This design comes from an exercise in tuning for small area on the open sky130 flow, not from production work. Function was checked by simulation only, so behaviour that the tests miss may differ from the original. Power figures rest on the tool's default switching activity, not on a simulated workload.

==> flow/design.v <==
`timescale 1ns / 1ps
module dac8734_spi (
    input  wire        clk,
    input  wire        reset,
    input  wire [31:0] spi_config_in,
    input  wire        spi_config_selected,
    input  wire [31:0] spi_data_in,
    input  wire        spi_data_selected,
    input  wire        sdi,
    output wire        busy,
    output wire [31:0] spi_data_out,
    output wire        data_write,
    output wire        io_out,
    output wire        io_oe,
    output wire        sck,
    output wire [7:0]  cs
);
localparam [3:0] IDLE0      = 4'b0000,
                 IDLE       = 4'b0010,
                 WAIT0      = 4'b0100,
                 WAIT       = 4'b0110,
                 LOW        = 4'b1000,
                 HIGH       = 4'b1100,
                 LAST_HIGH  = 4'b1110,
                 LAST_LOW   = 4'b1010,
                 EXTEND_LOW = 4'b1001;
reg [3:0] state;
reg       lsb_first, slave_en, end_spi, cspol, cpol, cpha;
reg [7:0] cs_val;
reg [4:0] length;
reg [7:1] clk_div;
reg        busy_state;
reg        spi_start;
reg        data_load;
reg  [4:0] data_remain;
reg  [7:0] count;
reg        sdo;
reg [31:0] sr;
reg  [5:0] nbits;
reg        sck_buffer;
reg  [7:0] cs_buffer;
wire in_frame  = state[3];
wire init      = ~state[3] & state[1];
wire cs_next   = state[3] | state[2];
wire sck_next  = state[3] & state[2];
wire start     = init & spi_start;
wire rcpha     = cpha;
wire count_end = (count == 8'h1);
reg [3:0] state_n;
reg       data_load_n;
always @(*) begin
    state_n     = state;
    data_load_n = 1'b0;
    case (state)
        IDLE0, IDLE: begin
            if (start) begin
                state_n     = rcpha ? EXTEND_LOW : LOW;
                data_load_n = ~rcpha;
            end else begin
                state_n     = IDLE;
            end
        end
        WAIT0, WAIT: begin
            if (start) begin
                state_n     = rcpha ? EXTEND_LOW : LOW;
                data_load_n = ~rcpha;
            end else begin
                state_n     = WAIT;
            end
        end
        LOW: if (count_end) begin
            state_n     = (data_remain == 5'h0) ? LAST_HIGH : HIGH;
            data_load_n = rcpha;
        end
        HIGH: if (count_end) begin
            state_n     = LOW;
            data_load_n = ~rcpha;
        end
        LAST_HIGH: if (count_end) begin
            state_n     = LAST_LOW;
            data_load_n = ~rcpha & ~slave_en;
        end
        LAST_LOW: if (count_end) begin
            state_n     = end_spi ? IDLE0 : WAIT0;
        end
        EXTEND_LOW: if (count_end) begin
            state_n     = LOW;
        end
        default: ;
    endcase
end
wire load_sr = ~in_frame & ~start & (init | ~busy_state);
integer i;
reg [31:0] rx_mask;
wire [1:0] p = nbits[4:3];
wire [2:0] q = nbits[2:0];
wire [3:0] g = {1'b0, p[1] & p[0], p[1], p[1] | p[0]};
wire [3:0] e = {p[1] & p[0], p[1] & ~p[0], ~p[1] & p[0], ~p[1] & ~p[0]};
wire [7:0] t;
assign t[0] = |q;
assign t[1] = q[2] | q[1];
assign t[2] = q[2] | (q[1] & q[0]);
assign t[3] = q[2];
assign t[4] = q[2] & (q[1] | q[0]);
assign t[5] = q[2] & q[1];
assign t[6] = q[2] & q[1] & q[0];
assign t[7] = 1'b0;
wire [3:0] rg = nbits[5] ? 4'hf : lsb_first ? g : {g[0], g[1], g[2], g[3]};
wire [3:0] re = lsb_first ? e : {e[0], e[1], e[2], e[3]};
wire [7:0] ct = lsb_first ? t : {t[0], t[1], t[2], t[3], t[4], t[5], t[6], t[7]};
wire [3:0] rge = rg | re;
always @(*)
    for (i = 0; i < 32; i = i + 1)
        rx_mask[i] = rge[i / 8] & (rg[i / 8] | ct[i % 8]);
always @(posedge clk) begin
    if (reset) begin
        state      <= IDLE0;
        busy_state <= 1'b0;
        data_load  <= 1'b0;
        {lsb_first, slave_en, end_spi, cs_val, length, cspol, cpol, cpha, clk_div} <= 26'h0;
    end else begin
        state     <= state_n;
        data_load <= data_load_n;
        if (~in_frame)
            busy_state <= start | (spi_data_selected & ~state[2]);
        if (spi_config_selected & ~busy_state)
            {lsb_first, slave_en, end_spi, cs_val, length, cspol, cpol, cpha, clk_div} <=
                {spi_config_in[31:29], spi_config_in[23:9], spi_config_in[8] ^ spi_config_in[30], spi_config_in[7:1]};
    end
end
always @(posedge clk) begin
    spi_start <= spi_data_selected & ~busy_state;
    if (~in_frame)
        data_remain <= length;
    else if (state == HIGH && count_end)
        data_remain <= data_remain - 5'h1;
    if (in_frame & ~count_end)
        count <= count - 8'h1;
    else
        count <= {1'b0, clk_div};
    if (load_sr)
        for (i = 0; i < 32; i = i + 1)
            sr[i] <= spi_data_in[31 - i];
    else if (data_load)
        sr <= lsb_first ? {sr[30:0], sdi} : {sdi, sr[31:1]};
    sck_buffer <= sck_next ^ cpol;
    cs_buffer  <= ~({8{cspol}} ^ ({8{cs_next}} & cs_val));
end
always @(posedge clk) begin
    if (reset | init) begin
        sdo   <= 1'b0;
        nbits <= 6'h0;
    end else if (data_load) begin
        sdo   <= ~nbits[5] & (lsb_first ? sr[31] : sr[0]);
        nbits <= nbits + 6'h1;
    end
end
assign busy         = busy_state;
assign spi_data_out = sr & rx_mask;
assign data_write   = slave_en & ~state[3] & ~state[1] & (state[2] | busy_state);
assign io_out       = sdo;
assign io_oe        = ~slave_en;
assign sck          = sck_buffer;
assign cs           = cs_buffer;
endmodule
Settings: LEC_CHECK=0, ABC_AREA=1, CAP_MARGIN=20, CORE_MARGIN=2, CORE_UTILIZATION=40, SLEW_MARGIN=20; clock period 10.0 ns.
standard.sh (not shown) runs the stock make flow with config.mk's settings and CLKGATE_MAP_FILE= SYNTH_SCRIPT=/design/flow/synth_recipe.tcl, a recipe that flattens the netlist after the stock synthesis.
==> flow/flow/run.sh <==
#!/bin/bash
# Own layout flow: the standard ORFS flow (standard.sh, unchanged synthesis),
# with smaller port buffers and a leaner clock tree, set through the ORFS
# variables BUFFER_PORTS_ARGS and CTS_ARGS. Each tool's output goes to its own
# log file here; ORFS's per-step logs stay under orfs/logs/.
set -euo pipefail
source flow/knobs.sh
bash standard.sh > standard.log 2>&1
==> flow/flow/knobs.sh <==
export BUFFER_PORTS_ARGS="-buffer_cell sky130_fd_sc_hd__buf_1"
export CTS_ARGS="-sink_clustering_enable -repair_clock_nets -dont_use_dummy_load -buf_list sky130_fd_sc_hd__clkbuf_4 -root_buf sky130_fd_sc_hd__clkbuf_8"
==> next run, changes <==
--- a/flow/design.v
+++ b/flow/design.v
@@ -44,8 +44,8 @@
 wire cs_next   = state[3] | state[2];
 wire sck_next  = state[3] & state[2];
 wire start     = init & spi_start;
-wire rcpha     = cpha;
-wire count_end = (count == 8'h1);
+wire rcpha     = cpha ^ slave_en;
+wire count_end = (count == 8'h0);
 reg [3:0] state_n;
 reg       data_load_n;
 always @(*) begin
@@ -92,26 +92,9 @@
 wire load_sr = ~in_frame & ~start & (init | ~busy_state);
 integer i;
 reg [31:0] rx_mask;
-wire [1:0] p = nbits[4:3];
-wire [2:0] q = nbits[2:0];
-wire [3:0] g = {1'b0, p[1] & p[0], p[1], p[1] | p[0]};
-wire [3:0] e = {p[1] & p[0], p[1] & ~p[0], ~p[1] & p[0], ~p[1] & ~p[0]};
-wire [7:0] t;
-assign t[0] = |q;
-assign t[1] = q[2] | q[1];
-assign t[2] = q[2] | (q[1] & q[0]);
-assign t[3] = q[2];
-assign t[4] = q[2] & (q[1] | q[0]);
-assign t[5] = q[2] & q[1];
-assign t[6] = q[2] & q[1] & q[0];
-assign t[7] = 1'b0;
-wire [3:0] rg = nbits[5] ? 4'hf : lsb_first ? g : {g[0], g[1], g[2], g[3]};
-wire [3:0] re = lsb_first ? e : {e[0], e[1], e[2], e[3]};
-wire [7:0] ct = lsb_first ? t : {t[0], t[1], t[2], t[3], t[4], t[5], t[6], t[7]};
-wire [3:0] rge = rg | re;
 always @(*)
     for (i = 0; i < 32; i = i + 1)
-        rx_mask[i] = rge[i / 8] & (rg[i / 8] | ct[i % 8]);
+        rx_mask[i] = lsb_first ? (nbits > i) : (nbits > 31 - i);
 always @(posedge clk) begin
     if (reset) begin
         state      <= IDLE0;
@@ -125,7 +108,7 @@
             busy_state <= start | (spi_data_selected & ~state[2]);
         if (spi_config_selected & ~busy_state)
             {lsb_first, slave_en, end_spi, cs_val, length, cspol, cpol, cpha, clk_div} <=
-                {spi_config_in[31:29], spi_config_in[23:9], spi_config_in[8] ^ spi_config_in[30], spi_config_in[7:1]};
+                {spi_config_in[31:29], spi_config_in[23:1]};
     end
 end
 always @(posedge clk) begin
@@ -137,7 +120,7 @@
     if (in_frame & ~count_end)
         count <= count - 8'h1;
     else
-        count <= {1'b0, clk_div};
+        count <= {1'b0, clk_div} - 8'h1;
     if (load_sr)
         for (i = 0; i < 32; i = i + 1)
             sr[i] <= spi_data_in[31 - i];
What happened:
- count of clock-buffer cells in the layout is unchanged
- via count went up by 5.8%
- hold slack degrades by 0.014 ns
- register-to-register slack degrades by 0.94 ns
- utilization went down by 0.24 points
- non-clock buffer count went down by 1
- fmax went up by 17%
- worst setup slack improves by 0.74 ns
- global-route usage went down by 0.18 points
- cell area went up by 5.6%
- flip-flop and latch count does not change
- first-iteration DRC count went down by 34%
- wire length went up by 4.8%
- total power went up by 4.0%

-- separate check: timing with driven ports --
Ports are ideal in the flow. The routed layouts listed here were re-timed in OpenROAD. Step 1 assumes that a clkbuf_16 drives the clock port and a buf_2 every other input. Step 2 moves the port delays by t, midway between the first and last clock arrival at a register: inputs arrive t later, outputs are due t later. That takes back most of the time a late clock gives input paths. a / b / c = ideal / step 1 / step 2; a / b = the first two.
run	t, ns	setup slack, ns	worst setup path after step 2	clock arrival spread, ns	worst data-port slew with drivers (ns)
the first run	0.385	4.959 / 4.926 / 5.311	register to output	0.017 / 0.017	0.05
the second run	0.388	5.696 / 5.667 / 6.054	register to output	0.030 / 0.031	0.04
After both steps setup and hold are still met in every run listed.
